This design comes from an exercise in tuning for small area on the open sky130 flow, not from production work. At most, simulation tests tie the RTL to the original design; equivalence was not proved. For runs 2, 4 and 5, only the layout was checked, not whether the RTL still works. The clock port is modelled as an ideal driver; clocking choices that lean on that would not hold on a real chip. Power figures rest on the tool's default switching activity, not on a simulated workload.

==> design/flow/design.v <==
module speed_config(
	input clk,
	input bps_start,
	output clk_bps,
	output at_436
    );
localparam [9:0] INV = 10'b1010101010;
localparam [9:0] LOAD = 10'b0100111001;	 
reg [9:0] t;
wire [9:0] s = t ^ INV;
wire c = s[0] & s[2] & s[3] & s[5] & s[6] & s[7];
assign clk_bps = c & s[1] & s[4];
assign at_436 = c & ~s[1] & s[8];
wire [9:0] s_next = bps_start ? {s[8:1], s[0] & ~clk_bps, ~(s[9] ^ s[6])} : LOAD;
always @(posedge clk)
	t <= s_next ^ INV;
endmodule
module uart_rx(
	input clk,
	input rst_n,
	input uart_rx,
	input clk_bps,
	input at_436,
	output bps_start,
	output [7:0] rx_data,
	output rx_done
    );
reg [2:0] q;
wire neg_uart_rx = q[2];
always @(posedge clk or negedge rst_n) begin
	if (!rst_n)
		q <= 3'b000;
	else
		q <= {~uart_rx & q[1] & ~q[0], q[0] & (uart_rx | q[1]), uart_rx};
end
reg rx_int;
reg sr0;
reg [8:1] sr;
wire last = sr0 & at_436;
always @(posedge clk or negedge rst_n) begin
	if (!rst_n)
		rx_int <= 1'b0;
	else if (neg_uart_rx)
		rx_int <= 1'b1;
	else if (last)
		rx_int <= 1'b0;
end
always @(posedge clk or negedge rst_n) begin
	if (!rst_n)
		sr0 <= 1'b1;
	else if (clk_bps)
		sr0 <= sr[1] & ~sr0;
end
always @(posedge clk) begin
	if (clk_bps)
		sr <= sr0 ? 8'b1000_0000 : {uart_rx, sr[8:2]};
end
assign bps_start = rx_int;
assign rx_data = sr[8:1];
assign rx_done = last & ~neg_uart_rx;
endmodule
module uart_tx(
	input clk,
	input rst_n,
	input clk_bps,
	input [7:0] rx_data,
	input [12:0] x_axis,
	input [12:0] y_axis,
	input [12:0] z_axis,
	input rx_done,
	output uart_tx,
	output bps_start
    );
reg [1:0] d;
wire go = d[1] & ~d[0];
always @(posedge clk or negedge rst_n) begin
	if (!rst_n)
		d <= 2'b00;
	else
		d <= {d[0], rx_done | (d[0] & ~d[1])};
end
wire cmd = ~rx_data[7] & rx_data[6] & rx_data[4] & rx_data[3] & ~rx_data[2];
wire sx = cmd & ~rx_data[1] & ~rx_data[0];
wire sy = cmd & ~rx_data[1] & rx_data[0];
wire sz = cmd & rx_data[1] & ~rx_data[0];
wire sxl = sx & rx_data[5], syl = sy & rx_data[5], szl = sz & rx_data[5];
wire sxh = sx & ~rx_data[5], syh = sy & ~rx_data[5], szh = sz & ~rx_data[5];
wire [7:0] lo = (x_axis[7:0] & {8{sxl}}) | (y_axis[7:0] & {8{syl}}) | (z_axis[7:0] & {8{szl}});
wire [4:0] hi = (x_axis[12:8] & {5{sxh}}) | (y_axis[12:8] & {5{syh}}) | (z_axis[12:8] & {5{szh}});
wire [7:0] reply = lo | {{3{hi[4]}}, hi};
reg [7:0] tx_data;
always @(posedge clk) begin
	if (go)
		tx_data <= reply;
end
reg [3:0] m;
reg uart_tx_r;
wire idle = m[3] & m[1] & ~m[0];	 
wire done = m[3] & ~m[1] & m[0];	 
always @(posedge clk or negedge rst_n) begin
	if (!rst_n) begin
		m <= 4'd10;
		uart_tx_r <= 1'b1;
	end else begin
		if (go & (idle | done))
			m <= 4'd15;
		else if (clk_bps | done)
			m <= m + 1'b1;
		if (clk_bps)
			uart_tx_r <= m[3] ? ~m[0] : tx_data[m[2:0]];
	end
end
assign uart_tx = uart_tx_r;
assign bps_start = ~idle;
endmodule
module uart_axis_bridge(
	input clk,
	input rst_n,
	input uart_rx,
	input [12:0] x_axis,
	input [12:0] y_axis,
	input [12:0] z_axis,
	output uart_tx
    );
wire bps_start1,bps_start2;
wire clk_bps1,clk_bps2;
wire at_436_1,at_436_2;
wire [7:0] rx_data;
wire rx_done;
speed_config speed_rx(
	.clk(clk),
	.bps_start(bps_start1),
	.clk_bps(clk_bps1),
	.at_436(at_436_1)
);
uart_rx rx_i(
	.clk(clk),
	.rst_n(rst_n),
	.uart_rx(uart_rx),
	.clk_bps(clk_bps1),
	.at_436(at_436_1),
	.bps_start(bps_start1),
	.rx_data(rx_data),
	.rx_done(rx_done)
);
speed_config speed_tx(
	.clk(clk),
	.bps_start(bps_start2),
	.clk_bps(clk_bps2),
	.at_436(at_436_2)
);
uart_tx tx_i(
	.clk(clk),
	.rst_n(rst_n),
	.clk_bps(clk_bps2),
	.rx_data(rx_data),
	.x_axis(x_axis),
	.y_axis(y_axis),
	.z_axis(z_axis),
	.rx_done(rx_done),
	.uart_tx(uart_tx),
	.bps_start(bps_start2)
);
endmodule
==> design/flow/flow/run.sh <==
#!/bin/bash
# The standard layout, with three changes: ABC maps the logic for area, the
# port buffers are the smallest buffer cell, and CTS adds no dummy loads.
set -euo pipefail
here=$(pwd)
export AREA_ABC_SCRIPT=$here/flow/abc.script
export BUFFER_PORTS_ARGS="-buffer_cell sky130_fd_sc_hd__buf_1"
export CTS_ARGS="-sink_clustering_enable -repair_clock_nets -dont_use_dummy_load"
bash standard.sh SYNTH_SCRIPT=$here/flow/synth.tcl finish > make_finish.log 2>&1
==> design/flow/flow/abc.script <==
strash
dch -f
amap -F 20 -A 40
topo
==> design/flow/flow/synth.tcl <==
# The standard flow's synthesis script (synth_recipe.tcl), with ABC mapping the logic for
# area instead of speed. Everything but the ABC script is unchanged, so the
# registers are the standard synthesis's.
proc synth {args} { yosys synth -nofsm -noshare {*}$args }
proc abc {args} {
  set i [lsearch -exact $args -script]
  lset args [expr {$i + 1}] $::env(AREA_ABC_SCRIPT)
  yosys abc {*}$args
}
source $::env(SCRIPTS_DIR)/synth.tcl
# left out here: clear keep_hierarchy, flatten, clean up, hide names made inside functions, write 1_2_yosys.v
==> design/flow/standard.sh <==
#!/bin/bash
# synth_recipe.tcl (not shown) runs the flow's synth.tcl, then flattens the netlist and writes it again
# the make line also repeats each setting of config.mk as NAME=value (left out here)
make -C /OpenROAD-flow-scripts/flow DESIGN_CONFIG=/design/flow/config.mk WORK_HOME=/design/flow/orfs CLKGATE_MAP_FILE= SYNTH_SCRIPT=/design/flow/synth_recipe.tcl "${@:-finish}"
==> design/flow/config.mk <==
export PLATFORM = sky130hd
export DESIGN_NAME = uart_axis_bridge
export DESIGN_NICKNAME = uart_axis_bridge
export VERILOG_FILES = /design/flow/design.v
export SDC_FILE = /design/flow/constraint.sdc
export NUM_CORES = 4
export LEC_CHECK = 0
export CAP_MARGIN = 20
export CORE_MARGIN = 2
export CORE_UTILIZATION = 40
export SLEW_MARGIN = 20
==> design/flow/constraint.sdc <==
create_clock -name core_clock -period 10.0 [get_ports {clk}]
set_input_delay 2.0000 -clock core_clock [delete_from_list [all_inputs] [get_ports {clk}]]
set_output_delay 2.0000 -clock core_clock [all_outputs]
set_load 0.01 [all_outputs]
==> results of run 1 <==
## routing by layer
metal,track usage [%],vias up
met3,4.78,6
met2,21.8,35
met5,0,-
met1,20.8,672
met4,4.40,0
li1,-,712
## synth_stat cells (all sizes together)
| cell | n | share of area [%] |
|---|---|---|
| a221oi | 1 | 0.48 |
| nor2b | 3 | 1.0 |
| nor2 | 25 | 5.1 |
| dfxtp | 20 | 22 |
| nand3b | 1 | 0.41 |
| o21a | 2 | 0.82 |
| nand3 | 3 | 0.82 |
| edfxtp | 16 | 26 |
| a21oi | 3 | 0.82 |
| o211ai | 2 | 0.82 |
| a222oi | 13 | 7.1 |
| a22oi | 1 | 0.41 |
| dfrtp | 8 | 11 |
| o31ai | 1 | 0.41 |
| nand4b | 1 | 0.48 |
| nor3 | 4 | 1.1 |
| o21ai | 4 | 1.1 |
| nor3b | 2 | 0.82 |
| or2 | 1 | 0.34 |
| dfstp | 4 | 5.7 |
| o311ai | 1 | 0.48 |
| clkinv | 15 | 3.1 |
| or3 | 2 | 0.68 |
| ha | 1 | 0.68 |
| or4b | 1 | 0.55 |
| nand2 | 26 | 5.3 |
| o22ai | 4 | 1.4 |
| nor4 | 2 | 0.68 |
| nand4 | 1 | 0.34 |
## per-stage QoR
step	utilization, %	cell area [um^2]
after global placement	47.0	2060
after detailed placement	47.0	2060
final	48.6	2130
after floorplan	-	1830
after CTS	48.6	2130
after global routing	48.6	2130
## flip-flops by register name, summed over array words and instances (netlist names)
name            count
speed_rx.t         10
speed_tx.t         10
rx_i.sr             8
tx_i.tx_data        8
tx_i.m              4
rx_i.q              3
tx_i.d              2
rx_i.rx_int         1
rx_i.sr0            1
tx_i.uart_tx_r      1
## cells by family (layout without fill, tap and decap cells)
group	count (synthesis)	in the layout	synth area share (%)
simple gates	72	72	17.7
fa+ha+maj	1	1	0.683
flops	48	48	64.8
compound gates	32	32	13.8
buf+inv	15	63	3.07
## path summary, 6_finish.rpt
check	start	endpoint	slack (ns)	cells past startpoint
worst max-delay path	tx_i.uart_tx_r	uart_tx	7.04	1
worst min-delay path	speed_tx.t[8]	speed_tx.t[9]	0.37	1
worst max register to register	tx_i.m[1]	tx_i.m[3]	7.60	8
worst min register to register	speed_tx.t[8]	speed_tx.t[9]	0.37	1
max in group asynchronous	rst_n	rx_i.q[2]	7.83	1
min in group asynchronous	rst_n	tx_i.m[2]	1.71	1
## area by class of cell
class	count	area share [%]
sequential	48	55.7
multi-input combinational	105	27.7
timing repair buffer	43	7.75
clock buffer	5	3.23
tap	52	3.05
inverter	15	2.64
## report_power, final
part	total (mW)	internal (mW)	leakage [nW]	switching [mW]
Sequential	0.250	0.232	0.446	0.0181
Clock	0.0976	0.0451	0.0359	0.0526
Combinational	0.0324	0.0163	0.352	0.0161
==> key figures, run 1 <==
Global routing
  – Gr usage total: 14.8%
  – GRT overflow: 0
  – Initial antenna violation count: 0
  – Number of global-route vias before repair: 1,293
  – First-pass GRT wire length: 5920 um
  – Pin count of the biggest net entering global routing: 15

Setup path
  – Worst-path cell chain: buf_1
  – CP Data Arrival Time: 0.96 ns
  – Highest-delay cell along the critical path: dfstp_2
  – Critical Path Start Type: flip-flop
  – Crit-path leading delay family: flip-flops
  – Slowest Stage Delay on Critical Path: 0.53 ns
  – Req. time, crit path: 8.00 ns
  – Worst path buffer plus inverter count: 1
  – Crit path kind: reg -> out
  – Max Fanout on Critical Path: 2
  – Crit end category: output port

Power and ir drop
  – Power per cell area: 178 mW/mm^2
  – Peak supply drop: 0.0968 mV
  – LEAKAGE: 0.834 nW
  – Total power: 0.380 mW

STA
  – Least-Margin Pin Slew: 0.730 ns
  – Final setup fails: 0
  – RSZ-0062 raised after global routing: false
  – Crit share post-route: 29.6%
  – Worst clock skew: 0.0179 ns
  – Min Tclk post-route: 2.96 ns
  – Slew Limit Headroom: 51.2%
  – Setup TNS Final: 0 ns
  – Setup ws final: 7.04 ns
  – Max Transition Viols Final: 0
  – F_max: 338 MHz
  – Final hold slack: 0.370 ns
  – Hold Fails Final Rpt: 0

Worst hold path
  – Tightest Hold Check Type: reg -> reg

CTS
  – Post_cts resized: 0
  – Clk buf depth: 2
  – Root Buffer: clkbuf_8
  – H-tree Lvls: 2
  – Clk sinks: 48
  – CTS Buf Count: 5
  – Post-CTS Setup Bufs: 0
  – Clk slew on worst S/H paths: 0.07 ns
  – CTS tree: built
  – Post-CTS Hold Fix Bufs: 0
  – Latest clock arrival within the worst-skew pair: 0.29 ns

Floorplanning
  – Full die area: 0.00514 mm^2
  – IO Count: 43
  – Die W: 71.7 um
  – Core Box Area: 0.00438 mm^2
  – Row count: 24
  – Die Ht: 71.7 um
  – Starting Density: 41.8%

Drt
  – WL final: 3590 um
  – Routed WL per cell: 13.4 um
  – DR top layer: met4
  – Post-route antenna net violation count: 0
  – Vias per cell: 5.32
  – # DRC: 0
  – Metal2 WL: 1680 um
  – Detailed-route via count: 1,425
  – Metal-1 WL: 1670 um
  – Met3 WL: 197 um
  – Pre-antenna DRT Iters: 4
  – Iter 0 DRT Violations: 90

Place
  – Dpl ws: 6.98 ns
  – Routability cong.: 0.857
  – Post-Place Cells: 263
  – Port bufs: 42
  – Hpwl dp: 2840 um

Finish
  – Finished Layout Cells: 268
  – Footprint of the multi-input gates: 589 um^2
  – Syn-to-layout area delta: 16.3%
  – Most frequent cells in the layout: buf_1, nand2_1, nor2_1
  – Diodes inserted: 0
  – Register area: 0.00119 mm^2
  – Final-layout fill cell count: 418
  – Final net count: 261
  – Share of layout cells above drive strength 1: 4.63%
  – Commonest non-fill, non-tap cell in the layout: buf_1

Synthesis
  – Net Count, Synth: 211
  – Synth Cell Area: 0.00183 mm^2
  – Flops & latches, synth: 48
  – Cells after Synth: 168
  – Avg Synthesized Cell Area: 10.9 um^2
  – Sequential-to-total area share from yosys stat: 64.8%
  – Netlist cell types: 29
  – YS warnings: 3

Job
  – Max-cap violations: 0

Run status
  – Status: timing/DRC/antenna clean
==> run 2: changes to the inputs <==
--- a/design/flow/design.v
+++ b/design/flow/design.v
@@ -1,17 +1,40 @@
-module speed_config(
+module speed_rx(
 	input clk,
 	input bps_start,
 	output clk_bps,
 	output at_436
     );
-localparam [9:0] INV = 10'b1010101010;
-localparam [9:0] LOAD = 10'b0100111001;	 
+localparam [9:0] INV = 10'b1110100010;
+localparam [9:0] LOAD = 10'b0001100011;	 
+localparam [9:0] G = 10'b0011100110;	 
+localparam [9:0] J = 10'b0000100000;	 
+localparam [9:0] JUMP = 10'b0000101000;	 
 reg [9:0] t;
 wire [9:0] s = t ^ INV;
-wire c = s[0] & s[2] & s[3] & s[5] & s[6] & s[7];
-assign clk_bps = c & s[1] & s[4];
-assign at_436 = c & ~s[1] & s[8];
-wire [9:0] s_next = bps_start ? {s[8:1], s[0] & ~clk_bps, ~(s[9] ^ s[6])} : LOAD;
+assign clk_bps = ~s[0] & ~s[1] & s[2] & ~s[4] & ~s[5] & ~s[6] & ~s[7] & ~s[8];
+assign at_436 = ~s[0] & ~s[1] & ~s[2] & s[3] & ~s[4] & ~s[6] & ~s[8] & ~s[9];
+wire [9:0] shifted = {s[8:0], s[6] ^ s[9]};
+wire [9:0] counted = clk_bps ? (shifted & ~J) | (JUMP & J) : shifted;
+wire [9:0] s_next = bps_start ? counted : (counted & ~G) | (LOAD & G);
+always @(posedge clk)
+	t <= s_next ^ INV;
+endmodule
+module speed_tx(
+	input clk,
+	input bps_start,
+	output clk_bps
+    );
+localparam [9:0] INV = 10'b0011000100;
+localparam [9:0] LOAD = 10'b0011000000;	 
+localparam [9:0] G = 10'b0101000100;	 
+localparam [9:0] J = 10'b0100001000;	 
+localparam [9:0] JUMP = 10'b0000100001;	 
+reg [9:0] t;
+wire [9:0] s = t ^ INV;
+assign clk_bps = ~s[0] & ~s[1] & s[2] & ~s[3] & s[4] & ~s[5] & ~s[6] & s[7] & ~s[8];
+wire [9:0] shifted = {s[8:0], s[2] ^ s[9]};
+wire [9:0] counted = clk_bps ? (shifted & ~J) | (JUMP & J) : shifted;
+wire [9:0] s_next = bps_start ? counted : (counted & ~G) | (LOAD & G);
 always @(posedge clk)
 	t <= s_next ^ INV;
 endmodule
@@ -95,16 +118,15 @@
 end
 reg [3:0] m;
 reg uart_tx_r;
-wire idle = m[3] & m[1] & ~m[0];	 
-wire done = m[3] & ~m[1] & m[0];	 
+wire idle = m[3] & ~m[1] & m[0];	 
 always @(posedge clk or negedge rst_n) begin
 	if (!rst_n) begin
-		m <= 4'd10;
+		m <= 4'd9;
 		uart_tx_r <= 1'b1;
 	end else begin
-		if (go & (idle | done))
+		if (go & idle)
 			m <= 4'd15;
-		else if (clk_bps | done)
+		else if (clk_bps)
 			m <= m + 1'b1;
 		if (clk_bps)
 			uart_tx_r <= m[3] ? ~m[0] : tx_data[m[2:0]];
@@ -124,10 +146,10 @@
     );
 wire bps_start1,bps_start2;
 wire clk_bps1,clk_bps2;
-wire at_436_1,at_436_2;
+wire at_436_1;
 wire [7:0] rx_data;
 wire rx_done;
-speed_config speed_rx(
+speed_rx speed_rx(
 	.clk(clk),
 	.bps_start(bps_start1),
 	.clk_bps(clk_bps1),
@@ -143,11 +165,10 @@
 	.rx_data(rx_data),
 	.rx_done(rx_done)
 );
-speed_config speed_tx(
+speed_tx speed_tx(
 	.clk(clk),
 	.bps_start(bps_start2),
-	.clk_bps(clk_bps2),
-	.at_436(at_436_2)
+	.clk_bps(clk_bps2)
 );
 uart_tx tx_i(
 	.clk(clk),
==> run 2 against run 1 <==
Against the previous run:
- non-clock buffer count is 1 lower
- first-iteration DRC count increased by 33%
- clock power is 0.4% higher
- via count shrank 1.3%
- clock-buffer cell count unchanged
- design area is 1.9% lower
- still clean on timing, DRC and antenna
- core utilization shrank 0.28 points
- global-route usage rose by 0.28 points
- sequential share of layout area is 1.1 points higher
- flip-flop and latch count unchanged
==> key figures, run 2 <==
STA
  – Least-Margin Pin Slew: 0.705 ns (-0.0245 ns)
  – Final setup fails: 0 (unchanged)
  – RSZ-0062 raised after global routing: false
  – Slew Limit Headroom: 52.9% (+1.6 points)
  – Crit share post-route: 29.5% (-0.078 points)
  – Worst clock skew: 0.0187 ns (+0.000802 ns)
  – Hold Fails Final Rpt: 0 (unchanged)
  – F_max: 339 MHz (+0.26%)
  – Min Tclk post-route: 2.95 ns (-0.00781 ns)
  – Max Transition Viols Final: 0 (unchanged)
  – Setup TNS Final: 0 ns (unchanged)

Drt
  – Routed WL per cell: 13.9 um (+4.0%)
  – Detailed-route via count: 1,406 (-1.3%)
  – Post-route antenna net violation count: 0 (unchanged)
  – Pre-antenna DRT Iters: 4 (unchanged)
  – Vias per cell: 5.56 (+4.5%)
  – # DRC: 0 (unchanged)
  – Iter 0 DRT Violations: 120 (+33%)
  – WL final: 3520 um (-1.8%)

Job
  – Max-cap violations: 0 (unchanged)

Setup path
  – Highest-delay cell along the critical path: dfstp_2
  – Crit-path leading delay family: flip-flops
  – Worst path buffer plus inverter count: 1 (unchanged)
  – Req. time, crit path: 8.00 ns (about the same)
  – Max Fanout on Critical Path: 2 (unchanged)
  – Slowest Stage Delay on Critical Path: 0.53 ns (about the same)
  – Critical Path Start Type: flip-flop
  – Crit path kind: reg -> out
  – Worst-path cell chain: buf_1
  – Crit end category: output port
  – CP Data Arrival Time: 0.95 ns (about the same)

Global routing
  – GRT overflow: 0 (unchanged)
  – First-pass GRT wire length: 5890 um (-0.59%)
  – Number of global-route vias before repair: 1,327 (+2.6%)
  – Initial antenna violation count: 0 (unchanged)
  – Pin count of the biggest net entering global routing: 16 (+1)
  – Gr usage total: 15.1% (+0.28 points)

CTS
  – H-tree Lvls: 2 (unchanged)
  – Root Buffer: clkbuf_8
  – CTS Buf Count: 5 (unchanged)
  – Post_cts resized: 0 (unchanged)
  – Clk buf depth: 2 (unchanged)
  – Clk slew on worst S/H paths: 0.08 ns (about the same)
  – CTS tree: built
  – Post-CTS Setup Bufs: 0 (unchanged)
  – Post-CTS Hold Fix Bufs: 0 (unchanged)
  – Latest clock arrival within the worst-skew pair: 0.30 ns (about the same)
  – Clk sinks: 48 (unchanged)

Synthesis
  – Netlist cell types: 30 (+3.4%)
  – Cells after Synth: 154 (-8.3%)
  – Commonest cells post-synth: dfxtp_1, nor2_1, edfxtp_1
  – Flops & latches, synth: 48 (unchanged)
  – Net Count, Synth: 197 (-6.6%)
  – Avg Synthesized Cell Area: 11.6 um^2 (+6.2%)
  – Top cell type's share of synthesized area: 26.9% (+0.72 points)
  – Synth area leaders: edfxtp_1, dfxtp_1, dfrtp_1
  – EDFF count, synth: 16 (unchanged)
  – Synth Cell Area: 0.00178 mm^2 (-2.7%)
  – Count leader, synth: dfxtp_1
  – Sequential-to-total area share from yosys stat: 66.5% (+1.8 points)
  – Async set or reset register ratio after synthesis: 25.0% (unchanged)
  – YS warnings: 4 (+1)
  – Main synth FF type: dfxtp_1
  – Synth area leader: edfxtp_1

Power and ir drop
  – Combinational Power Share: 7.4% (-1.1 points)
  – Power per cell area: 176 mW/mm^2 (-1.4%)
  – Reg power frac: 66.0% (+0.2 points)
  – LEAKAGE: 0.764 nW (-8.4%)
  – Total power: 0.368 mW (-3.3%)
  – Psw: 0.0837 mW (-3.5%)
  – Pint: 0.284 mW (-3.2%)
  – Sw Ratio: 22.8% (-0.048 points)
  – Peak supply drop: 0.0882 mV (-8.9%)
  – Clock power share: 26.7% (+1.0 points)

Place
  – Port bufs: 42 (unchanged)
  – Hpwl dp: 2760 um (-2.7%)
  – Routability cong.: 1.01 (+18%)
  – Placed cell area: 0.00201 mm^2 (-2.4%)

Floorplanning
  – IO Count: 43 (unchanged)
  – Core Box Area: 0.00432 mm^2 (-1.4%)
  – Row count: 24 (unchanged)
  – Starting Density: 41.2% (-0.55 points)
  – Full die area: 0.00501 mm^2 (-2.5%)
  – Die Ht: 70.8 um (-1.3%)
  – Die W: 70.8 um (-1.3%)

Finish
  – Syn-to-layout area delta: 17.2%
  – Largest registers: speed_rx.t x10, speed_tx.t x10
  – Final net count: 246 (-5.7%)
  – Final-layout fill cell count: 402 (-3.8%)
  – Diodes inserted: 0 (unchanged)
  – Most frequent cells in the layout: buf_1, dfxtp_1, nor2_1
  – Share of layout cells above drive strength 1: 4.98% (+0.35 points)
  – Commonest non-fill, non-tap cell in the layout: buf_1
  – Cell area after layout: 0.00209 mm^2 (-1.9%)

Worst hold path
  – Tightest Hold Check Type: reg -> reg

Run status
  – Status: timing/DRC/antenna clean
## run 2: power by group through the flow
stage / clock network (mW) / registers, mW / logic (mW)
3_3_place_gp: 0 / 0.245 / 0.0248
6_report: 0.0980 / 0.243 / 0.0272
2_1_floorplan: 0 / 0.241 / 0.0147
3_5_place_dp: 0 / 0.246 / 0.0254
4_1_cts: 0.103 / 0.242 / 0.0254
5_1_grt: 0.112 / 0.246 / 0.0305
## run 2: final timing paths
kind,start,to,slack (ns),cells past startpoint
worst max-delay path,tx_i.uart_tx_r,uart_tx,7.05,1
worst min-delay path,speed_tx.t[4],speed_tx.t[5],0.33,0
worst max register to register,speed_tx.t[1],tx_i.m[3],7.91,7
worst min register to register,speed_tx.t[4],speed_tx.t[5],0.33,0
max in group asynchronous,rst_n,rx_i.q[2],7.87,1
min in group asynchronous,rst_n,tx_i.d[0],1.70,1
## run 2: area by class of cell
cell class,instances,area [um^2],share of cell area (%)
clock buffers,5,68.8,3.29
repair buffers,42,158,7.54
inverters,15,56.3,2.69
flip-flops and latches,48,1190,56.8
well taps,52,65.1,3.11
multi-input cells,91,556,26.6
## run 2: cell families (layout without fill, tap and decap cells)
| group | after synthesis | in the layout | synth area share (%) |
|---|---|---|---|
| AOI/OAI and AO/OA | 33 | 33 | 14.5 |
| and+or+nand+nor | 57 | 57 | 15.1 |
| adders and majority gates | 1 | 1 | 0.702 |
| buffers and inverters | 15 | 62 | 3.16 |
| DFF | 48 | 48 | 66.5 |
## run 2: worst reg2reg max path: stages, from the launching register on
cell      delay, ns
dfxtp_1        0.32
nor4_1         0.29
nand4b_1       0.13
nor3_1         0.39
clkinv_1       0.31
nor4_1         0.32
nand2_1        0.10
o21ai_0        0.11
## run 2: layer usage
| layer | wire length (um) | share of wire (%) | GRT usage, % | up-vias |
|---|---|---|---|---|
| met2 | 1680 | 48 | 22.8 | 44 |
| met3 | 208 | 5.9 | 4.42 | 11 |
| met5 | 0 | 0 | 0 | - |
| li1 | - | - | - | 674 |
| met1 | 1550 | 44 | 20.1 | 677 |
| met4 | 87 | 2.5 | 6.71 | 0 |
## run 2: stage by stage
stage               hold WS [ns]  cells  util [%]  worst slack [ns]
finish                     0.334    253      48.3              7.05
CTS                        0.341    253      48.1              7.03
detailed placement         0.338    248      46.5              6.96
global placement           0.336    248      46.5              7.01
global route               0.348    253      48.3              6.99
floorplan                  0.330    154         -              7.22
==> run 3: changes to the inputs <==
--- a/design/flow/design.v
+++ b/design/flow/design.v
@@ -118,15 +118,16 @@
 end
 reg [3:0] m;
 reg uart_tx_r;
-wire idle = m[3] & ~m[1] & m[0];	 
+wire idle = m[3] & m[1] & ~m[0];	 
+wire done = m[3] & ~m[1] & m[0];	 
 always @(posedge clk or negedge rst_n) begin
 	if (!rst_n) begin
-		m <= 4'd9;
+		m <= 4'd10;
 		uart_tx_r <= 1'b1;
 	end else begin
-		if (go & idle)
+		if (go & (idle | done))
 			m <= 4'd15;
-		else if (clk_bps)
+		else if (clk_bps | done)
 			m <= m + 1'b1;
 		if (clk_bps)
 			uart_tx_r <= m[3] ? ~m[0] : tx_data[m[2:0]];
==> run 3 against run 2 <==
Against the previous run:
- still clean
- core utilization up 0.058 points
- clock-buffer cell count stayed put
- sequential power barely moved
- non-clock buffer count did not move
- register-to-register slack better by 0.05 ns
- critical path depth unchanged
- fmax down 0.66%
- cell count is 0.40% higher
- critical path type unchanged
- critical endpoint unchanged
==> key figures, run 3 <==
Run status
  – Status: timing/DRC/antenna clean

Finish
  – Post-layout util: 48.4% (+0.058 points)
  – Diodes inserted: 0 (unchanged)
  – Footprint of the multi-input gates: 566 um^2 (+1.8%)
  – Largest registers: speed_rx.t x10, speed_tx.t x10
  – Syn-to-layout area delta: 17.2% (about the same)
  – Final-layout fill cell count: 401 (-0.25%)
  – Share of layout cells above drive strength 1: 4.95% (-0.025 points)
  – Register area: 0.00119 mm^2 (unchanged)
  – Cell area after layout: 0.00209 mm^2 (+0.12%)
  – Most frequent cells in the layout: buf_1, dfxtp_1, nor2_1
  – Commonest non-fill, non-tap cell in the layout: buf_1
  – Final net count: 247 (+0.41%)

Synthesis
  – EDFF count, synth: 16 (unchanged)
  – Synth area leaders: edfxtp_1, dfxtp_1, dfrtp_1
  – Sequential-to-total area share from yosys stat: 66.4% (-0.093 points)
  – Synth Area in XOR/XNOR: 0% (unchanged)
  – Synth Area in Simple Gates: 15.3% (+0.19 points)
  – Post-synthesis mux area share: 0% (unchanged)
  – Synth Cell Area: 0.00179 mm^2 (+0.14%)
  – Cells after Synth: 155 (+0.65%)
  – Netlist cell types: 26 (-13%)
  – Top cell type's share of synthesized area: 26.9% (-0.038 points)
  – Largest family of logic cells by synthesized area: simple AND/OR/NAND/NOR gates
  – Synth Area in Adders: 0.701% (-0.00098 points)
  – Net Count, Synth: 198 (+0.51%)
  – Synth Area in Compound Gates: 14.9% (+0.33 points)
  – Count leader, synth: dfxtp_1
  – Synth area leader: edfxtp_1
  – Async set or reset register ratio after synthesis: 25.0% (unchanged)
  – Flops & latches, synth: 48 (unchanged)
  – YS warnings: 4 (unchanged)
  – Main synth FF type: dfxtp_1
  – Commonest cells post-synth: dfxtp_1, nor2_1, edfxtp_1, nand2_1
  – Avg Synthesized Cell Area: 11.5 um^2 (-0.51%)

STA
  – Least-Margin Pin Slew: 0.721 ns (+0.0152 ns)
  – Final setup fails: 0 (unchanged)
  – RSZ-0062 raised after global routing: false
  – Min Tclk post-route: 2.97 ns (+0.0195 ns)
  – F_max: 337 MHz (-0.66%)
  – Final hold slack: 0.343 ns (+0.00863 ns)
  – Hold Fails Final Rpt: 0 (unchanged)
  – Max Transition Viols Final: 0 (unchanged)
  – Setup TNS Final: 0 ns (unchanged)
  – Worst clock skew: 0.0172 ns (-0.00152 ns)
  – Crit share post-route: 29.7% (+0.20 points)
  – Setup ws final: 7.03 ns (-0.0195 ns)
  – Slew Limit Headroom: 51.9% (-1.0 points)

Drt
  – Metal2 WL: 1710 um (+1.7%)
  – Routed WL per cell: 14.1 um (+1.6%)
  – Post-route antenna net violation count: 0 (unchanged)
  – # DRC: 0 (unchanged)
  – Pre-antenna DRT Iters: 6 (+2)
  – Metal-1 WL: 1680 um (+8.9%)
  – WL final: 3590 um (+2.0%)
  – Met3 WL: 174 um (-16%)
  – Detailed-route via count: 1,355 (-3.6%)
  – Vias per cell: 5.33 (-4.0%)
  – DR top layer: met4
  – Iter 0 DRT Violations: 94 (-22%)

Power and ir drop
  – Power per cell area: 176 mW/mm^2 (+0.21%)
  – LEAKAGE: 0.774 nW (+1.4%)
  – Peak supply drop: 0.0871 mV (-1.2%)

Setup path
  – Worst path buffer plus inverter count: 1 (unchanged)
  – FF-to-FF End: tx_i.m[2]
  – Req. time, crit path: 8.00 ns (about the same)
  – Crit-path leading delay family: flip-flops
  – Crit end category: output port
  – CP endpoint: uart_tx
  – Max Fanout on Critical Path: 2 (unchanged)
  – CP Data Arrival Time: 0.97 ns (+0.02 ns)
  – Crit path kind: reg -> out
  – Slowest Stage Delay on Critical Path: 0.53 ns (about the same)
  – Critical Path Start Type: flip-flop
  – Reg2reg start: tx_i.m[1]
  – Worst-path cell chain: buf_1
  – Cell count along the critical path: 1 (unchanged)
  – Worst-case reg-to-reg path depth: 7 (unchanged)
  – Highest-delay cell along the critical path: dfstp_2
  – Flop-to-flop setup slack: 7.96 ns (+0.05 ns)
  – CP startpoint: tx_i.uart_tx_r

Place
  – Port bufs: 42 (unchanged)
  – Routability cong.: 0.917 (-9.2%)
  – Placed cell area: 0.00201 mm^2 (+0.12%)
  – Hpwl dp: 2720 um (-1.4%)
  – Dpl ws: 6.95 ns (-0.0110 ns)

Floorplanning
  – Die W: 70.8 um (about the same)
  – IO Count: 43 (unchanged)
  – Starting Density: 41.3% (+0.058 points)
  – Core Box Area: 0.00432 mm^2 (unchanged)
  – Die Ht: 70.8 um (about the same)
  – Full die area: 0.00501 mm^2 (+0.13%)
  – Row count: 24 (unchanged)

Global routing
  – Pin count of the biggest net entering global routing: 15 (-1)
  – Initial antenna violation count: 0 (unchanged)
  – Number of global-route vias before repair: 1,356 (+2.2%)
  – First-pass GRT wire length: 6100 um (+3.6%)
  – GRT overflow: 0 (unchanged)
  – Gr usage total: 15.3% (+0.23 points)

CTS
  – Root Buffer: clkbuf_8
  – Clk sinks: 48 (unchanged)
  – H-tree Lvls: 2 (unchanged)
  – Post-CTS Setup Bufs: 0 (unchanged)
  – CTS Buf Count: 5 (unchanged)
  – CTS tree: built
  – Clk slew on worst S/H paths: 0.08 ns (about the same)
  – Latest clock arrival within the worst-skew pair: 0.30 ns (about the same)
  – Clk buf depth: 2 (unchanged)
  – Post_cts resized: 0 (unchanged)
  – Post-CTS Hold Fix Bufs: 0 (unchanged)

Worst hold path
  – Tightest Hold Check Type: reg -> reg

Job
  – Max-cap violations: 0 (unchanged)
-- run 3: cell type report --
| class | count | area share [%] |
|---|---|---|
| Sequential cell | 48 | 56.7 |
| Multi-Input combinational cell | 94 | 27.0 |
| Timing Repair Buffer | 42 | 7.54 |
| Clock buffer | 5 | 3.29 |
| Tap cell | 52 | 3.11 |
| Inverter | 13 | 2.33 |
-- run 3: worst register-to-register path, cell delays in order, from the launching register on --
cell and delay, ns:
dfstp_2 0.59, clkinv_1 0.15, nor3_1 0.40, o21ai_0 0.24, nand2_1 0.23, a21oi_1 0.10, a31oi_1 0.14, nand2_1 0.07
-- run 3: power breakdown --
group | total (mW) | switching, mW | internal, mW
combinational | 0.0268 | 0.0144 | 0.0124
clock | 0.0987 | 0.0537 | 0.0451
sequential | 0.243 | 0.0168 | 0.227
total | 0.369 | 0.0849 | 0.284
-- run 3: how the worst min path moves through the flow --
| stage | from | endpoint | slack (ns) | cells after the start |
|---|---|---|---|---|
| after global placement | speed_rx.t[3] | speed_rx.t[4] | 0.34 | 0 |
| after CTS | speed_rx.t[3] | speed_rx.t[4] | 0.34 | 0 |
| after global routing | speed_rx.t[3] | speed_rx.t[4] | 0.34 | 0 |
| final | speed_rx.t[3] | speed_rx.t[4] | 0.34 | 0 |
| after floorplan | speed_rx.t[3] | speed_rx.t[4] | 0.33 | 0 |
| after detailed placement | speed_tx.t[8] | speed_tx.t[9] | 0.34 | 0 |
-- run 3: cell families after synthesis --
logic type | after synthesis
simple gates | 58
buf+inv | 13
flops | 48
fa+ha+maj | 1
compound gates | 35
-- run 3: metal layers --
| metal | vias up | track usage, % |
|---|---|---|
| met5 | - | 0 |
| met4 | 0 | 7.76 |
| met3 | 2 | 3.42 |
| met2 | 33 | 23.1 |
| met1 | 637 | 20.8 |
| li1 | 683 | - |
-- run 3: through the flow --
step	power (mW)	cells
after detailed placement	0.272	249
after global routing	0.388	254
after CTS	0.371	254
after global placement	0.270	249
after floorplan	0.256	155
final	0.369	254
==> run 4: changes to the inputs <==
--- a/design/flow/design.v
+++ b/design/flow/design.v
@@ -118,16 +118,15 @@
 end
 reg [3:0] m;
 reg uart_tx_r;
-wire idle = m[3] & m[1] & ~m[0];	 
-wire done = m[3] & ~m[1] & m[0];	 
+wire idle = m[3] & ~m[1] & m[0];	 
 always @(posedge clk or negedge rst_n) begin
 	if (!rst_n) begin
-		m <= 4'd10;
+		m <= 4'd9;
 		uart_tx_r <= 1'b1;
 	end else begin
-		if (go & (idle | done))
+		if (go & idle)
 			m <= 4'd15;
-		else if (clk_bps | done)
+		else if (clk_bps)
 			m <= m + 1'b1;
 		if (clk_bps)
 			uart_tx_r <= m[3] ? ~m[0] : tx_data[m[2:0]];
==> design/flow/flow/run.sh (replaced) <==
#!/bin/bash
# The standard layout, with four changes: ABC maps the logic for area, the
# port buffers are the smallest buffer cell, CTS adds no dummy loads and
# builds the tree of small buffers, and after CTS fix_clk.tcl makes the
# leaf buffers stronger only where a flip-flop clock pin would see a slow
# edge (and the root buffer, which drives only buffers, smaller).
set -euo pipefail
here=$(pwd)
export AREA_ABC_SCRIPT=$here/flow/abc.script
export BUFFER_PORTS_ARGS="-buffer_cell sky130_fd_sc_hd__buf_1"
export CTS_ARGS="-sink_clustering_enable -repair_clock_nets -dont_use_dummy_load -root_buf sky130_fd_sc_hd__clkbuf_4 -buf_list sky130_fd_sc_hd__clkbuf_4"
export POST_CTS_TCL=$here/flow/fix_clk.tcl
export CLK_SLEW_TARGET=0.115
export CLK_BUF_BIG=sky130_fd_sc_hd__clkbuf_8
export CLK_ROOT_BUF=sky130_fd_sc_hd__clkbuf_2
bash standard.sh SYNTH_SCRIPT=$here/flow/synth.tcl finish > make_finish.log 2>&1
==> design/flow/flow/fix_clk.tcl (new file) <==
# Clock tree buffers whose flip-flop clock pins would see a slow edge are
# made stronger; the others stay small.
estimate_parasitics -placement
set block [ord::get_db_block]
foreach inst [$block getInsts] {
  set master [[$inst getMaster] getName]
  if {![string match "sky130_fd_sc_hd__clkbuf_*" $master]} { continue }
  set net [[$inst findITerm X] getNet]
  if {$net == "NULL"} { continue }
  set worst 0.0
  foreach pin [get_pins -of_objects [get_nets [$net getName]]] {
    if {![string match "*/CLK" [get_full_name $pin]]} { continue }
    set s [get_property $pin slew_max]
    if {$s > $worst} { set worst $s }
  }
  if {$worst == 0.0} {
    # drives only other clock buffers
    if {$master != $::env(CLK_ROOT_BUF)} {
      puts "fix_clk: [$inst getName] drives no flip-flop, $master -> $::env(CLK_ROOT_BUF)"
      replace_cell [$inst getName] $::env(CLK_ROOT_BUF)
    }
  } elseif {$worst > $::env(CLK_SLEW_TARGET)} {
    puts "fix_clk: [$inst getName] clock pin slew $worst, $master -> $::env(CLK_BUF_BIG)"
    replace_cell [$inst getName] $::env(CLK_BUF_BIG)
  }
}
detailed_placement
check_placement -verbose
estimate_parasitics -placement
==> run 4 against run 3 <==
Against the previous run:
- via count is 4.2% higher
- worst hold slack better by 0.014 ns
- sequential power about the same
- core utilization fell by 0.55 points
- power decreased by 4.8%
- first-iteration DRC count rose by 24%
- register-to-register slack worse by 0.02 ns
- clock skew up 0.0044 ns
- critical path type unchanged
- highest routed layer unchanged
==> key figures, run 4 <==
Run status
  – Status: timing/DRC/antenna clean

Global routing
  – GRT overflow: 0 (unchanged)
  – First-pass GRT wire length: 5880 um (-3.6%)
  – Initial antenna violation count: 0 (unchanged)
  – Pin count of the biggest net entering global routing: 16 (+1)
  – Gr usage total: 15.0% (-0.29 points)
  – Number of global-route vias before repair: 1,326 (-2.2%)

Power and ir drop
  – Clock power share: 23.2% (-3.6 points)
  – Combinational Power Share: 7.7% (+0.4 points)
  – Power per cell area: 170 mW/mm^2 (-3.7%)
  – LEAKAGE: 0.756 nW (-2.4%)
  – Peak supply drop: 0.0919 mV (+5.4%)
  – Reg power frac: 69.1% (+3.1 points)
  – Pint: 0.269 mW (-5.4%)
  – Psw: 0.0823 mW (-3.1%)
  – Sw Ratio: 23.4% (+0.43 points)

Setup path
  – Worst-path cell chain: buf_1
  – Crit-path leading delay family: flip-flops
  – Worst path buffer plus inverter count: 1 (unchanged)
  – Crit end category: output port
  – Max Fanout on Critical Path: 2 (unchanged)
  – Slowest Stage Delay on Critical Path: 0.54 ns (about the same)
  – Req. time, crit path: 8.00 ns (about the same)
  – Highest-delay cell along the critical path: dfstp_2
  – Flop-to-flop setup slack: 7.94 ns (-0.02 ns)
  – CP Data Arrival Time: 1.04 ns (+0.07 ns)
  – Critical Path Start Type: flip-flop
  – Crit path kind: reg -> out

Synthesis
  – Sequential-to-total area share from yosys stat: 66.5% (+0.093 points)
  – YS warnings: 4 (unchanged)
  – Avg Synthesized Cell Area: 11.6 um^2 (+0.51%)
  – Count leader, synth: dfxtp_1
  – Synth area leader: edfxtp_1
  – Synth area leaders: edfxtp_1, dfxtp_1, dfrtp_1
  – Top cell type's share of synthesized area: 26.9% (+0.038 points)
  – Post-synthesis mux area share: 0% (unchanged)
  – Synth Area in Simple Gates: 15.1% (-0.19 points)
  – Net Count, Synth: 197 (-0.51%)
  – Cells after Synth: 154 (-0.65%)
  – Largest family of logic cells by synthesized area: simple AND/OR/NAND/NOR gates
  – Async set or reset register ratio after synthesis: 25.0% (unchanged)
  – Flops & latches, synth: 48 (unchanged)
  – Commonest cells post-synth: dfxtp_1, nor2_1, edfxtp_1
  – Netlist cell types: 30 (+15%)
  – Synth Area in Adders: 0.702% (+0.00098 points)
  – Synth Area in XOR/XNOR: 0% (unchanged)
  – Synth Area in Compound Gates: 14.5% (-0.33 points)
  – Main synth FF type: dfxtp_1
  – Synth Cell Area: 0.00178 mm^2 (-0.14%)
  – EDFF count, synth: 16 (unchanged)

CTS
  – Latest clock arrival within the worst-skew pair: 0.36 ns (+0.06 ns)
  – Clk sinks: 48 (unchanged)
  – Clk slew on worst S/H paths: 0.09 ns (about the same)
  – CTS tree: built

Job
  – Max-cap violations: 0 (unchanged)

STA
  – Min Tclk post-route: 3.04 ns (+0.0718 ns)
  – Setup TNS Final: 0 ns (unchanged)
  – RSZ-0062 raised after global routing: false
  – F_max: 329 MHz (-2.4%)
  – Hold Fails Final Rpt: 0 (unchanged)
  – Crit share post-route: 30.4% (+0.72 points)
  – Max Transition Viols Final: 0 (unchanged)
  – Final setup fails: 0 (unchanged)
  – Least-Margin Pin Slew: 0.706 ns (-0.0145 ns)
  – Worst clock skew: 0.0215 ns (+0.00436 ns)
  – Slew Limit Headroom: 52.8% (+0.97 points)
  – Setup ws final: 6.96 ns (-0.0718 ns)

Floorplanning
  – IO Count: 43 (unchanged)
  – Core Box Area: 0.00432 mm^2 (unchanged)
  – Full die area: 0.00501 mm^2 (-0.13%)
  – Die W: 70.8 um (about the same)
  – Die Ht: 70.8 um (about the same)
  – Starting Density: 41.2% (-0.058 points)
  – Row count: 24 (unchanged)

Finish
  – Register area: 0.00119 mm^2 (unchanged)
  – Commonest non-fill, non-tap cell in the layout: buf_1
  – Share of layout cells above drive strength 1: 4.98% (+0.025 points)
  – Syn-to-layout area delta: 16.0%
  – Final-layout fill cell count: 400 (-0.25%)
  – Largest registers: speed_rx.t x10, speed_tx.t x10
  – Diodes inserted: 0 (unchanged)
  – Most frequent cells in the layout: buf_1, dfxtp_1, nor2_1
  – Footprint of the multi-input gates: 556 um^2 (-1.8%)
  – Final net count: 246 (-0.40%)
  – Cell area after layout: 0.00207 mm^2 (-1.1%)

Place
  – Dpl ws: 6.96 ns (+0.0110 ns)
  – Port bufs: 42 (unchanged)
  – Routability cong.: 1.01 (+10%)
  – Placed cell area: 0.00201 mm^2 (-0.12%)
  – Hpwl dp: 2760 um (+1.4%)

Drt
  – Vias per cell: 5.58 (+4.6%)
  – WL final: 3540 um (-1.3%)
  – Routed WL per cell: 14.0 um (-0.95%)
  – Post-route antenna net violation count: 0 (unchanged)
  – Iter 0 DRT Violations: 117 (+24%)
  – Detailed-route via count: 1,412 (+4.2%)
  – Pre-antenna DRT Iters: 5 (-1)
  – # DRC: 0 (unchanged)

Worst hold path
  – Tightest Hold Check Type: reg -> reg
run 4: worst paths after layout:
path / cells after the start / endpoint / from
max in group asynchronous: 1 / rx_i.q[1] / rst_n
worst max-delay path: 1 / uart_tx / tx_i.uart_tx_r
min in group asynchronous: 1 / tx_i.m[2] / rst_n
worst max register to register: 7 / tx_i.m[3] / speed_tx.t[1]
worst min register to register: 0 / speed_rx.t[4] / speed_rx.t[3]
worst min-delay path: 0 / speed_rx.t[4] / speed_rx.t[3]
run 4: cells by family (layout without fill, tap and decap cells):
group | Yosys count | count (layout)
AOI/OAI and AO/OA | 33 | 33
and+or+nand+nor | 57 | 57
buffers and inverters | 15 | 62
adders and majority gates | 1 | 1
DFF | 48 | 48
run 4: layout make-up:
cell class | count | share of cell area [%]
Inverter | 15 | 2.72
Timing Repair Buffer | 42 | 7.62
Clock buffer | 5 | 2.30
Sequential cell | 48 | 57.4
Multi-Input combinational cell | 91 | 26.9
Tap cell | 52 | 3.15
run 4: metal layers:
layer  up-vias  share of wire [%]  GRT usage (%)  routed length, um
met5         -                  0              0                  0
met4         0                1.8           6.71                 65
met3         8                4.9           4.42                172
met2        48                 48           22.6               1680
met1       682                 46           20.1               1620
li1        674                  -              -                  -
run 4: through the flow:
step / std cells / utilization (%) / total power [mW] / hold slack [ns]
after floorplan: 154 / - / 0.256 / 0.330
after global placement: 248 / 46.5 / 0.270 / 0.336
after detailed placement: 248 / 46.5 / 0.271 / 0.338
after global routing: 253 / 47.8 / 0.371 / 0.363
final: 253 / 47.8 / 0.351 / 0.357
run 4: power groups by stage:
stage          sequential, mW  clock, mW  combinational, mW
6_report                0.242     0.0814             0.0272
5_1_grt                 0.246     0.0943             0.0305
3_5_place_dp            0.246          0             0.0254
3_3_place_gp            0.245          0             0.0248
2_1_floorplan           0.241          0             0.0147
==> run 5: changes to the inputs <==
--- a/design/flow/flow/run.sh
+++ b/design/flow/flow/run.sh
@@ -12,5 +12,5 @@
 export POST_CTS_TCL=$here/flow/fix_clk.tcl
 export CLK_SLEW_TARGET=0.115
 export CLK_BUF_BIG=sky130_fd_sc_hd__clkbuf_8
-export CLK_ROOT_BUF=sky130_fd_sc_hd__clkbuf_2
+export CLK_ROOT_BUF=sky130_fd_sc_hd__clkbuf_1
 bash standard.sh SYNTH_SCRIPT=$here/flow/synth.tcl finish > make_finish.log 2>&1
==> run 5 against run 4 <==
Against the previous run:
- still clean
- worst hold slack lost 0.0026 ns
- sequential power barely moved
- sequential share of layout area barely moved
- register-to-register slack about the same
- worst setup slack worse by 0.14 ns
- flip-flop and latch count unchanged
- critical path depth unchanged
- fmax shrank 4.4%
- global-route usage unchanged
- routed wire length fell by 0.23%
- critical path type unchanged
- largest cell class unchanged
==> key figures, run 5 <==
Setup path
  – Worst-path cell chain: buf_1
  – Highest-delay cell along the critical path: dfstp_2
  – Flop-to-flop setup slack: 7.95 ns (about the same)
  – Max Fanout on Critical Path: 2 (unchanged)
  – CP Data Arrival Time: 1.18 ns (+0.14 ns)
  – Crit path kind: reg -> out
  – Worst-case reg-to-reg path depth: 7 (unchanged)
  – Crit end category: output port
  – Critical Path Start Type: flip-flop
  – Reg2reg start: speed_tx.t[1]
  – Crit-path leading delay family: flip-flops
  – Req. time, crit path: 8.00 ns (about the same)
  – FF-to-FF End: tx_i.m[3]
  – CP startpoint: tx_i.uart_tx_r
  – Worst path buffer plus inverter count: 1 (unchanged)
  – Slowest Stage Delay on Critical Path: 0.54 ns (about the same)

STA
  – RSZ-0062 raised after global routing: false
  – Crit share post-route: 31.8% (+1.4 points)
  – Least-Margin Pin Slew: 0.712 ns (+0.00586 ns)
  – F_max: 314 MHz (-4.4%)
  – Final setup fails: 0 (unchanged)
  – Setup TNS Final: 0 ns (unchanged)
  – Max Transition Viols Final: 0 (unchanged)
  – Min Tclk post-route: 3.18 ns (+0.140 ns)
  – Final hold slack: 0.354 ns (-0.00265 ns)
  – Slew Limit Headroom: 52.4% (-0.39 points)
  – Worst clock skew: 0.0245 ns (+0.00298 ns)
  – Hold Fails Final Rpt: 0 (unchanged)

Finish
  – Most frequent cells in the layout: buf_1, dfxtp_1, nor2_1
  – Final-layout fill cell count: 401 (+0.25%)
  – Post-layout util: 47.8% (about the same)
  – Finished Layout Cells: 253 (unchanged)
  – Commonest non-fill, non-tap cell in the layout: buf_1
  – Share of layout cells above drive strength 1: 4.48% (-0.50 points)
  – Final net count: 246 (unchanged)
  – Syn-to-layout area delta: 15.9% (about the same)
  – Largest registers: speed_rx.t x10, speed_tx.t x10
  – Diodes inserted: 0 (unchanged)

Synthesis
  – Top cell type's share of synthesized area: 26.9% (unchanged)
  – Synth Cell Area: 0.00178 mm^2 (unchanged)
  – Main synth FF type: dfxtp_1
  – Async set or reset register ratio after synthesis: 25.0% (unchanged)
  – Net Count, Synth: 197 (unchanged)
  – Sequential-to-total area share from yosys stat: 66.5% (unchanged)
  – EDFF count, synth: 16 (unchanged)
  – YS warnings: 4 (unchanged)
  – Netlist cell types: 30 (unchanged)
  – Cells after Synth: 154 (unchanged)
  – Synth area leader: edfxtp_1
  – Commonest cells post-synth: dfxtp_1, nor2_1, edfxtp_1
  – Synth area leaders: edfxtp_1, dfxtp_1, dfrtp_1
  – Count leader, synth: dfxtp_1
  – Flops & latches, synth: 48 (unchanged)
  – Avg Synthesized Cell Area: 11.6 um^2 (unchanged)

Drt
  – Vias per cell: 5.53 (-0.92%)
  – Pre-antenna DRT Iters: 4 (-1)
  – Iter 0 DRT Violations: 116 (-0.85%)
  – # DRC: 0 (unchanged)
  – WL final: 3540 um (-0.23%)
  – Detailed-route via count: 1,399 (-0.92%)
  – Post-route antenna net violation count: 0 (unchanged)
  – Routed WL per cell: 14.0 um (-0.23%)

Worst hold path
  – Tightest Hold Check Type: reg -> reg
  – Hold path endpoint: speed_tx.t[4]
  – Hold Path Depth: 0 (unchanged)
  – Hold path startpoint: speed_tx.t[3]

CTS
  – CTS tree: built
  – Clk slew on worst S/H paths: 0.10 ns (about the same)
  – Clk sinks: 48 (unchanged)
  – Latest clock arrival within the worst-skew pair: 0.50 ns (+0.14 ns)

Place
  – Port bufs: 42 (unchanged)
  – Routability cong.: 1.01 (unchanged)
  – Post-Place Cells: 248 (unchanged)
  – Hpwl dp: 2760 um (unchanged)

Floorplanning
  – Core Box Area: 0.00432 mm^2 (unchanged)
  – Full die area: 0.00501 mm^2 (unchanged)
  – Die Ht: 70.8 um (unchanged)
  – Row count: 24 (unchanged)
  – Die W: 70.8 um (unchanged)
  – Starting Density: 41.2% (unchanged)
  – IO Count: 43 (unchanged)

Global routing
  – Pin count of the biggest net entering global routing: 16 (unchanged)
  – Initial antenna violation count: 0 (unchanged)
  – First-pass GRT wire length: 5880 um (unchanged)
  – Gr usage total: 15.0% (unchanged)
  – GRT overflow: 0 (unchanged)
  – Number of global-route vias before repair: 1,326 (unchanged)

Power and ir drop
  – Power per cell area: 169 mW/mm^2 (-0.32%)
  – LEAKAGE: 0.753 nW (-0.39%)
  – Peak supply drop: 0.0916 mV (-0.23%)

Run status
  – Status: timing/DRC/antenna clean

Job
  – Max-cap violations: 0 (unchanged)
run 5: changes by cell type in the layout (fill, tap and decap cells not counted):
cell      change
clkbuf_1      +1
clkbuf_2      -1
run 5: worst max path at each step:
stage | to | slack (ns) | cells past startpoint
detailed placement | tx_i.tx_data[4] | 6.96 | 3
global route | uart_tx | 6.72 | 1
floorplan | tx_i.tx_data[4] | 7.22 | 2
finish | uart_tx | 6.82 | 1
global placement | tx_i.tx_data[6] | 7.01 | 3
run 5: metrics by stage:
stage | total power [mW] | setup slack [ns] | area, um^2
after floorplan | 0.256 | 7.22 | 1780
after global placement | 0.270 | 7.01 | 2010
after detailed placement | 0.271 | 6.96 | 2010
after global routing | 0.369 | 6.72 | 2070
final | 0.350 | 6.82 | 2070
run 5: where the power goes:
part | switching (mW) | internal, mW | total, mW
Sequential | 0.0161 | 0.226 | 0.242
Clock | 0.0518 | 0.0284 | 0.0801
Combinational | 0.0146 | 0.0124 | 0.0271
run 5: cells by family (layout without fill, tap and decap cells):
group                    count (synthesis)  in the layout  share of synthesized area, %
AO/OA/AOI/OAI                           33             33                          14.5
flip-flops                              48             48                          66.5
buffers and inverters                   15             62                          3.16
AND/OR/NAND/NOR                         57             57                          15.1
adder cells (fa/ha/maj)                  1              1                         0.702
run 5: routing by layer:
metal  GRT usage [%]  part of all wire (%)  up-vias  routed length (um)
met2            22.6                    47       41                1660
li1                -                     -      674                   -
met5               0                     0        -                   0
met1            20.1                    46      675                1610
met3            4.42                   5.1        9                 181
met4            6.71                   2.3        0                  80
run 5: layout make-up:
class,count,area (um^2),share of cell area [%]
repair buffers,42,158,7.63
clock buffers,5,46.3,2.24
inverters,15,56.3,2.72
flip-flops and latches,48,1190,57.4
well taps,52,65.1,3.15
multi-input cells,91,556,26.9
==> run 6: changes to the inputs <==
--- a/design/flow/design.v
+++ b/design/flow/design.v
@@ -58,7 +58,9 @@
 end
 reg rx_int;
 reg sr0;
-reg [8:1] sr;
+reg [8:1] srs;
+localparam [8:1] SRINV = 8'b10110100;
+wire [8:1] sr = srs ^ SRINV;
 wire last = sr0 & at_436;
 always @(posedge clk or negedge rst_n) begin
 	if (!rst_n)
@@ -76,7 +78,7 @@
 end
 always @(posedge clk) begin
 	if (clk_bps)
-		sr <= sr0 ? 8'b1000_0000 : {uart_rx, sr[8:2]};
+		srs <= (sr0 ? 8'b1000_0000 : {uart_rx, sr[8:2]}) ^ SRINV;
 end
 assign bps_start = rx_int;
 assign rx_data = sr[8:1];
--- a/design/flow/config.mk
+++ b/design/flow/config.mk
@@ -5,7 +5,7 @@
 export SDC_FILE = /design/flow/constraint.sdc
 export NUM_CORES = 4
 export LEC_CHECK = 0
-export CAP_MARGIN = 20
+export CAP_MARGIN = 0
 export CORE_MARGIN = 2
 export CORE_UTILIZATION = 40
-export SLEW_MARGIN = 20
+export SLEW_MARGIN = 0
==> run 6 against run 5 <==
Against the previous run:
- still clean
- die area down 0.54%
- routed wire length up 4.8%
- register-to-register slack worse by 0.18 ns
- non-clock buffer count is the same
- worst setup slack worse by 0.0030 ns
- critical path depth did not move
- power rose by 8.6%
- worst hold slack improved by 0.0027 ns
- clock-buffer cell count unchanged
- synthesized cell count fell by 2.6%
- combinational power is 28% higher
==> key figures, run 6 <==
Drt
  – # DRC: 0 (unchanged)
  – Pre-antenna DRT Iters: 6 (+2)
  – WL final: 3710 um (+4.8%)
  – Iter 0 DRT Violations: 143 (+23%)
  – Vias per cell: 5.59 (+1.2%)
  – Routed WL per cell: 14.9 um (+6.5%)
  – Detailed-route via count: 1,393 (-0.43%)
  – Post-route antenna net violation count: 0 (unchanged)

STA
  – Max Transition Viols Final: 0 (unchanged)
  – Least-Margin Pin Slew: 0.744 ns (+0.0320 ns)
  – Slew Limit Headroom: 50.3% (-2.1 points)
  – RSZ-0062 raised after global routing: false
  – Worst clock skew: 0.0323 ns (+0.00777 ns)
  – Hold Fails Final Rpt: 0 (unchanged)
  – Setup TNS Final: 0 ns (unchanged)
  – Crit share post-route: 31.8% (about the same)
  – Min Tclk post-route: 3.18 ns (+0.00302 ns)
  – Final setup fails: 0 (unchanged)
  – F_max: 314 MHz (about the same)

Setup path
  – Crit path kind: reg -> out
  – Slowest Stage Delay on Critical Path: 0.54 ns (about the same)
  – Worst-path cell chain: buf_1
  – Critical Path Start Type: flip-flop
  – Worst-case reg-to-reg path depth: 7 (unchanged)
  – FF-to-FF End: tx_i.m[3]
  – Max Fanout on Critical Path: 2 (unchanged)
  – Highest-delay cell along the critical path: dfstp_2
  – Crit-path leading delay family: flip-flops
  – Req. time, crit path: 8.00 ns (about the same)
  – Worst path buffer plus inverter count: 1 (unchanged)
  – Crit end category: output port
  – CP Data Arrival Time: 1.18 ns (about the same)
  – Flop-to-flop setup slack: 7.77 ns (-0.18 ns)
  – Reg2reg start: speed_tx.t[1]

Synthesis
  – Synth Area in Simple Gates: 14.3% (-0.76 points)
  – Async set or reset register ratio after synthesis: 25.0% (unchanged)
  – Flops & latches, synth: 48 (unchanged)
  – Net Count, Synth: 193 (-2.0%)
  – Synth area leader: edfxtp_1
  – Commonest cells post-synth: dfxtp_1, nand2_1, nor2_1
  – Synth Cell Area: 0.00177 mm^2 (-0.56%)
  – EDFF count, synth: 16 (unchanged)
  – Synth area leaders: edfxtp_1, dfxtp_1, dfrtp_1
  – YS warnings: 4 (unchanged)
  – Top cell type's share of synthesized area: 27.1% (+0.15 points)
  – Main synth FF type: dfxtp_1
  – Synth Area in Adders: 0.706% (+0.0040 points)
  – Cells after Synth: 150 (-2.6%)
  – Netlist cell types: 30 (unchanged)
  – Count leader, synth: dfxtp_1
  – Sequential-to-total area share from yosys stat: 66.9% (+0.38 points)
  – Synth Area in XOR/XNOR: 0% (unchanged)
  – Avg Synthesized Cell Area: 11.8 um^2 (+2.1%)
  – Largest family of logic cells by synthesized area: compound AO/OA/AOI/OAI gates
  – Post-synthesis mux area share: 0% (unchanged)
  – Synth Area in Compound Gates: 15.1% (+0.58 points)

Floorplanning
  – Core Box Area: 0.00432 mm^2 (unchanged)
  – Full die area: 0.00498 mm^2 (-0.54%)
  – Die W: 70.6 um (-0.27%)
  – Row count: 24 (unchanged)
  – IO Count: 43 (unchanged)
  – Starting Density: 41.0% (-0.23 points)
  – Die Ht: 70.6 um (-0.27%)

Power and ir drop
  – Power per cell area: 185 mW/mm^2 (+9.6%)
  – Peak supply drop: 0.100 mV (+9.2%)
  – LEAKAGE: 0.751 nW (-0.30%)

Place
  – Routability cong.: 0.942 (-6.8%)
  – Port bufs: 42 (unchanged)
  – Post-Place Cells: 244 (-1.6%)
  – Hpwl dp: 2840 um (+3.0%)

Global routing
  – Pin count of the biggest net entering global routing: 15 (-1)
  – First-pass GRT wire length: 5930 um (+0.83%)
  – GRT overflow: 0 (unchanged)
  – Number of global-route vias before repair: 1,305 (-1.6%)
  – Initial antenna violation count: 0 (unchanged)
  – Gr usage total: 15.5% (+0.47 points)

Finish
  – Diodes inserted: 0 (unchanged)
  – Final net count: 242 (-1.6%)
  – Most frequent cells in the layout: buf_1, dfxtp_1, nand2_1, nor2_1, edfxtp_1
  – Commonest non-fill, non-tap cell in the layout: buf_1
  – Post-layout util: 47.4% (-0.43 points)
  – Share of layout cells above drive strength 1: 4.06% (-0.42 points)
  – Syn-to-layout area delta: 15.5%
  – Largest registers: speed_rx.t x10, speed_tx.t x10
  – Finished Layout Cells: 249 (-1.6%)

CTS
  – Latest clock arrival within the worst-skew pair: 0.53 ns (+0.03 ns)
  – CTS tree: built
  – Clk slew on worst S/H paths: 0.08 ns (-0.02 ns)
  – Clk sinks: 48 (unchanged)

Run status
  – Status: timing/DRC/antenna clean

Job
  – Max-cap violations: 0 (unchanged)

Worst hold path
  – Hold path startpoint: speed_rx.t[7]
  – Hold Path Depth: 0 (unchanged)
  – Tightest Hold Check Type: reg -> reg
  – Hold path endpoint: speed_rx.t[8]
[run 6: cell types whose count changed after synthesis, moves of 2 or more]
cell	delta
a21oi_1	-4
nand2_1	+3
a221oi_1	+2
nor2b_1	-2
nor3_1	-2
o22ai_1	-2
[run 6: cell type report]
type                            instances  area [um^2]
Inverter                               14         52.6
Timing Repair Buffer                   42          158
Fill cell                             423         2280
Multi-Input combinational cell         88          534
Tap cell                               52         65.1
Sequential cell                        48         1190
Clock buffer                            5         52.6
[run 6: cells by family (layout without fill, tap and decap cells)]
| logic type | Yosys count | count (layout) |
|---|---|---|
| simple gates | 55 | 55 |
| flops | 48 | 48 |
| buf+inv | 14 | 61 |
| compound gates | 32 | 32 |
| fa+ha+maj | 1 | 1 |
[run 6: worst max path at each step]
| stage | from | end | slack (ns) | cells after the start |
|---|---|---|---|---|
| global placement | y_axis[12] | tx_i.tx_data[7] | 7.03 | 3 |
| detailed placement | y_axis[12] | tx_i.tx_data[6] | 6.96 | 3 |
| floorplan | y_axis[12] | tx_i.tx_data[4] | 7.22 | 2 |
| finish | tx_i.uart_tx_r | uart_tx | 6.82 | 1 |
| global route | tx_i.uart_tx_r | uart_tx | 6.73 | 1 |
[run 6: per-layer routing]
metal	global-route usage, %	up-vias	wire length [um]
met3	4.27	9	241
met2	23.9	49	1800
met5	0	-	0
li1	-	668	-
met1	20.4	667	1600
met4	7.34	0	63
[run 6: metrics by stage]
| stage | instance area (um^2) | hold WS (ns) | power [mW] | setup WS [ns] |
|---|---|---|---|---|
| after floorplan | 1770 | 0.330 | 0.279 | 7.22 |
| after global placement | 2000 | 0.335 | 0.296 | 7.03 |
| after detailed placement | 2000 | 0.343 | 0.298 | 6.96 |
| after global routing | 2050 | 0.358 | 0.400 | 6.73 |
| final | 2050 | 0.357 | 0.380 | 6.82 |
[run 6: power by group]
part	leakage [nW]	internal [mW]	switching (mW)	total (mW)
sequential	0.467	0.237	0.0212	0.258
clock	0.0274	0.0325	0.0539	0.0865
combinational	0.256	0.0153	0.0195	0.0348
total	0.751	0.285	0.0946	0.380
==> run 7: changes to the inputs <==
--- a/design/flow/config.mk
+++ b/design/flow/config.mk
@@ -5,7 +5,7 @@
 export SDC_FILE = /design/flow/constraint.sdc
 export NUM_CORES = 4
 export LEC_CHECK = 0
-export CAP_MARGIN = 0
+export CAP_MARGIN = 20
 export CORE_MARGIN = 2
 export CORE_UTILIZATION = 40
-export SLEW_MARGIN = 0
+export SLEW_MARGIN = 20
==> run 7 against run 6 <==
Against the previous run:
- routed wire length is the same
- clock power is essentially flat
- design area is the same
- worst setup slack is the same
- cell count is the same
- flip-flop and latch count is the same
- synthesized area is the same
- synthesized cell count is the same
- fmax is the same
- combinational power is essentially flat
- first-iteration DRC count is the same
- critical path type unchanged
- largest cell class unchanged
==> key figures, run 7 <==
STA
  – Hold Fails Final Rpt: 0 (unchanged)
  – Worst clock skew: 0.0323 ns (unchanged)
  – Least-Margin Pin Slew: 0.744 ns (unchanged)
  – RSZ-0062 raised after global routing: false
  – Final setup fails: 0 (unchanged)
  – F_max: 314 MHz (unchanged)
  – Min Tclk post-route: 3.18 ns (unchanged)

Finish
  – Register area: 0.00119 mm^2 (unchanged)
  – Footprint of the multi-input gates: 534 um^2 (unchanged)
  – Final net count: 242 (unchanged)
  – Commonest non-fill, non-tap cell in the layout: buf_1
  – Final-layout fill cell count: 423 (unchanged)
  – Diodes inserted: 0 (unchanged)
  – Largest registers: speed_rx.t x10, speed_tx.t x10
  – Share of layout cells above drive strength 1: 4.06% (unchanged)
  – Syn-to-layout area delta: 15.5% (unchanged)

Worst hold path
  – Tightest Hold Check Type: reg -> reg

Setup path
  – Req. time, crit path: 8.00 ns (about the same)
  – Flop-to-flop setup slack: 7.77 ns (about the same)
  – Crit path kind: reg -> out
  – Highest-delay cell along the critical path: dfstp_2
  – Slowest Stage Delay on Critical Path: 0.54 ns (about the same)
  – Cell count along the critical path: 1 (unchanged)
  – Crit-path leading delay family: flip-flops
  – Crit end category: output port
  – Worst-path cell chain: buf_1
  – Max Fanout on Critical Path: 2 (unchanged)
  – CP endpoint: uart_tx
  – Worst path buffer plus inverter count: 1 (unchanged)

Floorplanning
  – IO Count: 43 (unchanged)
  – Full die area: 0.00498 mm^2 (unchanged)
  – Row count: 24 (unchanged)
  – Die W: 70.6 um (unchanged)

Power and ir drop
  – Sw Ratio: 24.9% (unchanged)
  – Psw: 0.0946 mW (unchanged)
  – LEAKAGE: 0.751 nW (unchanged)
  – Peak supply drop: 0.100 mV (unchanged)
  – Pint: 0.285 mW (unchanged)
  – Total power: 0.380 mW (unchanged)
  – Reg power frac: 68.1% (about the same)
  – Clock power share: 22.8% (about the same)
  – Power per cell area: 185 mW/mm^2 (unchanged)

Synthesis
  – Synth area leader: edfxtp_1
  – Flops & latches, synth: 48 (unchanged)
  – Async set or reset register ratio after synthesis: 25.0% (unchanged)
  – Synth area leaders: edfxtp_1, dfxtp_1, dfrtp_1
  – Avg Synthesized Cell Area: 11.8 um^2 (unchanged)
  – Top cell type's share of synthesized area: 27.1% (unchanged)
  – Commonest cells post-synth: dfxtp_1, nand2_1, nor2_1
  – Sequential-to-total area share from yosys stat: 66.9% (unchanged)
  – YS warnings: 4 (unchanged)
  – Net Count, Synth: 193 (unchanged)

Drt
  – # DRC: 0 (unchanged)
  – Metal2 WL: 1800 um (unchanged)
  – Routed WL per cell: 14.9 um (unchanged)
  – Iter 0 DRT Violations: 143 (unchanged)
  – DR top layer: met4
  – Pre-antenna DRT Iters: 6 (unchanged)
  – Post-route antenna net violation count: 0 (unchanged)
  – Vias per cell: 5.59 (unchanged)

Global routing
  – Gr usage total: 15.5% (unchanged)
  – First-pass GRT wire length: 5930 um (unchanged)
  – Number of global-route vias before repair: 1,305 (unchanged)
  – Initial antenna violation count: 0 (unchanged)
  – GRT overflow: 0 (unchanged)

CTS
  – Clk sinks: 48 (unchanged)
  – Clk slew on worst S/H paths: 0.08 ns (about the same)
  – CTS tree: built
  – Latest clock arrival within the worst-skew pair: 0.53 ns (about the same)

Place
  – Hpwl dp: 2840 um (unchanged)

Run status
  – Status: timing/DRC/antenna clean
## run 7: cell counts in the layout (fill, tap and decap cells not counted)
No cell type changed its count.
## run 7: area by class of cell
cell class,count,area share (%)
well taps,52,3.18
inverters,14,2.57
flip-flops and latches,48,57.9
multi-input cells,88,26.1
repair buffers,42,7.70
clock buffers,5,2.57
## run 7: worst min-delay path by stage
stage,depth (start not counted),to,slack (ns),start
6_report,0,speed_rx.t[8],0.36,speed_rx.t[7]
5_1_grt,0,speed_rx.t[8],0.36,speed_rx.t[7]
3_5_place_dp,0,speed_tx.t[7],0.34,speed_tx.t[6]
3_3_place_gp,0,speed_rx.t[8],0.33,speed_rx.t[7]
2_1_floorplan,0,speed_rx.t[8],0.33,speed_rx.t[7]
## run 7: routing by layer
layer | vias up | global-route usage (%)
li1 | 668 | -
met1 | 667 | 20.4
met2 | 49 | 23.9
met3 | 9 | 4.27
met4 | 0 | 7.34
met5 | - | 0
## run 7: cell families after synthesis
logic type	share of synthesized area, %
and+or+nand+nor	14.3
buffers and inverters	2.96
DFF	66.9
AOI/OAI and AO/OA	15.1
adders and majority gates	0.706
## run 7: power groups by stage
stage / registers (mW) / clock network (mW) / logic [mW]
5_1_grt: 0.263 / 0.0965 / 0.0404
6_report: 0.258 / 0.0865 / 0.0348
2_1_floorplan: 0.256 / 0 / 0.0228
3_5_place_dp: 0.263 / 0 / 0.0351
3_3_place_gp: 0.262 / 0 / 0.0341
## run 7: metrics by stage
step	std cells	setup slack (ns)	hold WS, ns	instance area [um^2]	util [%]
finish	249	6.82	0.357	2050	47.4
global placement	244	7.03	0.335	2000	46.2
floorplan	150	7.22	0.330	1770	-
detailed placement	244	6.96	0.343	2000	46.2
global route	249	6.73	0.358	2050	47.4

Check on run 7: ideal ports give 6.815 ns setup slack; a clkbuf_16 on the clock port and buf_2 on the inputs give 6.791 ns; moving port delays by the midpoint clock arrival (0.534 ns) as well gives 6.977 ns.
